This design comes from an exercise in tuning for small area and a short achievable clock period on the open sky130 flow, not from production work.
Function was checked by simulation only, so behaviour that the tests miss may differ from the original.
No activity file was given, so power comes from the tool's default toggle rates.

## dsp
module dsp (
A0, A1, B0, B1, C0, C1, D0, D1,
E0, E1, F0, F1, G0, G1, H0, H1,
from_previous, add_previous, clk, mode_0, mode_1, reset,
result0, result1
);
For scale: about 630 I/O pins, ~0.12 mm2 of cells after synthesis.
clock: 8.5 ns
lec_check: 0
cap_margin: 20
core_margin: 2
core_utilization: 65
cts_buf_list: sky130_fd_sc_hd__clkbuf_8
setup_slack_margin: 4.0
slew_margin: 20
standard.sh (not shown) runs the stock make flow with config.mk's settings and CLKGATE_MAP_FILE= SYNTH_SCRIPT=/design/flow/synth_recipe.tcl, a recipe that flattens the netlist after the stock synthesis.
==> flow/flow/run.sh <==
#!/bin/bash
# Standard layout with two changes:
# 1. One netlist step between synthesis and floorplan: flow/polarity.py
#    rebuilds full adders on complemented signals where that removes
#    inverters between them (a full adder is self-dual), and swaps xor2/xnor2
#    cells where that removes an inverter. Registers are untouched.
# 2. Every input and output port still gets a buffer, but a buf_1 instead of
#    the clkdlybuf4s50_1 that buffer_ports picks by default.
set -euo pipefail
R=orfs/results/${FLOW_PLATFORM}/dsp/base
bash standard.sh synth > synth.log 2>&1
cp $R/1_2_yosys.v yosys_std.v
python3 flow/polarity.py yosys_std.v polarity.v > polarity.log 2>&1
cp polarity.v $R/1_2_yosys.v
rm -f $R/1_synth.odb $R/1_synth.sdc
bash standard.sh "BUFFER_PORTS_ARGS=-buffer_cell sky130_fd_sc_hd__buf_1" finish > layout.log 2>&1
Other scripts of this flow, unchanged in this note and not shown: flow/flow/polarity.py
Rerun with:
CTS_BUF_LIST = unset   (was sky130_fd_sc_hd__clkbuf_8)
Effect:
- The changed run completed with no timing, DRC or antenna violations
- final cell count came out lower by 0.97%
- clock power came out higher by 8.2%
- design area is about the same
- total power came out higher by 1.4%
- hold slack gets better by 0.023 ns
- critical path depth came out higher by 1

========
== v3 ==
dsp, a different RTL version from the one above (not shown whole).
For scale: roughly 630 I/O pins.
## dsp
module dsp (
A0, A1, B0, B1, C0, C1, D0, D1,
E0, E1, F0, F1, G0, G1, H0, H1,
from_previous, add_previous, clk, mode_0, mode_1, reset,
result0, result1
);
input [17:0] A0;
input [17:0] A1;
input [17:0] B0;
input [17:0] B1;
input [17:0] C0;
input [17:0] C1;
input [17:0] D0;
input [17:0] D1;
input [17:0] E0;
input [17:0] E1;
input [17:0] F0;
input [17:0] F1;
input [17:0] G0;
input [17:0] G1;
input [17:0] H0;
input [17:0] H1;
input [43:0] from_previous;
input clk;
input reset;
input mode_0;
input mode_1;
input add_previous;
output [143:0] result0;
output [143:0] result1;
reg reset_d;
reg sel_x;      
reg sel_y;      
reg sel_pair;   
always @(posedge clk) begin
    reset_d  <= reset;
    sel_x    <= ~reset & ~reset_d & (mode_1 | ~mode_0);
    sel_y    <= ~reset & ~reset_d & ~mode_1;
    sel_pair <= ~reset & ~reset_d &  mode_0 & ~mode_1;
end
wire [143:0] the_output0;
wire [143:0] the_output1;
half_dsp m0(
.A0 (A0), .A1 (A1), .B0 (B0), .B1 (B1),
.C0 (C0), .C1 (C1), .D0 (D0), .D1 (D1),
.sel_x (sel_x), .sel_y (sel_y), .sel_pair (sel_pair), .reset_d (reset_d),
.mode_0 (mode_0),
.from_previous (from_previous),
.add_previous (add_previous),
.clk (clk),
.reset (reset),
  ...
clock: 8.5 ns
lec_check: 0
cap_margin: 20
core_margin: 2
core_utilization: 40
setup_slack_margin: 4.0
slew_margin: 20
==> flow/flow/run.sh <==
#!/bin/bash
# Standard layout, with one netlist step between synthesis and floorplan:
# flow/polarity.py rebuilds full adders on complemented signals where that
# removes inverters between them (a full adder is self-dual), and swaps
# xor2/xnor2 cells where that removes an inverter. Registers are untouched.
set -euo pipefail
R=orfs/results/${FLOW_PLATFORM}/dsp/base
bash standard.sh synth > synth.log 2>&1
cp $R/1_2_yosys.v yosys_std.v
python3 flow/polarity.py yosys_std.v polarity.v > polarity.log 2>&1
cp polarity.v $R/1_2_yosys.v
rm -f $R/1_synth.odb $R/1_synth.sdc
bash standard.sh > layout.log 2>&1
Other scripts of this flow, unchanged in this note and not shown: flow/flow/polarity.py
The following lists how v59 was set up differently from v3:
- CORE_UTILIZATION changed from 40 to 72
==> flow/flow/run.sh <==
#!/bin/bash
# Standard layout with two changes:
# 1. One netlist step between synthesis and floorplan: flow/polarity.py
#    rebuilds full adders on complemented signals where that removes
#    inverters between them (a full adder is self-dual), and swaps xor2/xnor2
#    cells where that removes an inverter. Registers are untouched.
# 2. Every input and output port still gets a buffer, but a buf_1 instead of
#    the clkdlybuf4s50_1 that buffer_ports picks by default.
set -euo pipefail
R=orfs/results/${FLOW_PLATFORM}/dsp/base
bash standard.sh synth > synth.log 2>&1
cp $R/1_2_yosys.v yosys_std.v
python3 flow/polarity.py yosys_std.v polarity.v > polarity.log 2>&1
cp polarity.v $R/1_2_yosys.v
rm -f $R/1_synth.odb $R/1_synth.sdc
bash standard.sh "BUFFER_PORTS_ARGS=-buffer_cell sky130_fd_sc_hd__buf_1" finish > layout.log 2>&1
==> comparison <==
- Source-to-sink clock delay at the later pin of the worst-skew pair sits lower in v59 than in v3.
- The lower global-route usage over all layers of v59 and v3 is in v3.
- On TritonCTS buffer count, the lower figure sits with v59, not v3.
- Against v3, v59 reports a design internal power that is lower.
- Looking only at worst endpoint data arrival time, and setting everything else aside, the higher value of v59 and v3 goes to v59.
- Between v59 and v3, it is v59 whose worst slew margin relative to its limit is higher, by 5.3 points.
Changes in v34 relative to v59:
- CORE_UTILIZATION changed from 72 to 55
- CTS_BUF_LIST newly set to sky130_fd_sc_hd__clkbuf_8
- Every stage of the flow completed for v34, and the final layout passed the timing, design-rule and antenna checks.
- v34 vs. v59: number of standard cells in the final layout excluding fillers rose by about 6%, via count of the routed design fell by 5390, number of cells upsized or downsized after cts rose by 29%, sum of net half-perimeters after detailed placement rose by about 5.5%, overall power after layout fell by 0.0011 W.
- Going from v59 to v34, the final critical-path setup slack was found to have gone up by 0.092 ns.
- v34 vs v59, net switching component of the power went down by 0.00064 W.
### v34 -> v50
- removing CTS_BUF_LIST (formerly sky130_fd_sc_hd__clkbuf_8)
--- outcome ---
- v50 and v34 ended up with nearly the same switching power total.
- Min number of global-route vias before repair across v50 and v34: v50
- Wire length, v50 vs v34: down slightly
- Reported for v50 and v34, net count after synthesis turned out identical to the last digit.
- Total setup buffers inserted after CTS of v50 exceeds that of v34 by a few percent.
- v50 ends up with a number of buffer and inverter instances along the worst setup path that is 1 higher than in v34.
- Final cell count shrinks slightly when moving from v34 to v50.
- Lower utilization was reported by v34, not v50.
- Compared with v34, v50 is the more power-hungry design.
- Looking at v50 and v34, the setup slack is a wash.

static timing again, ports no longer ideal:
The results above use ideal ports. As a check the final layouts listed here were re-extracted and re-timed, cells and wires unchanged.
Step 1, drivers: a clkbuf_16 drives clk and a buf_2 each remaining input, both assumed.
Step 2 times the ports against the registers' clock, not the clock port: input delays grow and output delays shrink by t, the midpoint of the rising clock arrivals with the driver on.
Three values: no drivers, after step 1, after step 2; two values: the first two.
run	t (ns)	setup WS [ns]	hold WS [ns]	worst setup path at the end	pins driven straight from the clock port
the first run of note 1	1.141	3.936 / 3.936 / 2.882	0.551 / 0.551 / 0.551	input to register	1
the second run of note 1	0.942	3.970 / 3.970 / 3.107	0.574 / 0.574 / 0.574	input to register	1
v3	0.961	3.950 / 3.950 / 3.081	0.634 / 0.634 / 0.634	input to register	1
v59	0.935	3.746 / 3.746 / 3.155	0.635 / 0.635 / 0.635	input to register	1
v34	1.135	3.838 / 3.838 / 3.099	0.614 / 0.614 / 0.614	input to register	1
v50	0.927	3.838 / 3.838 / 3.123	0.644 / 0.644 / 0.644	input to register	1
After both steps every run listed still meets setup and hold. For the first run of note 1, which loses most, drivers alone change the setup slack by 0.000 ns; drivers and shift together by -1.054 ns.
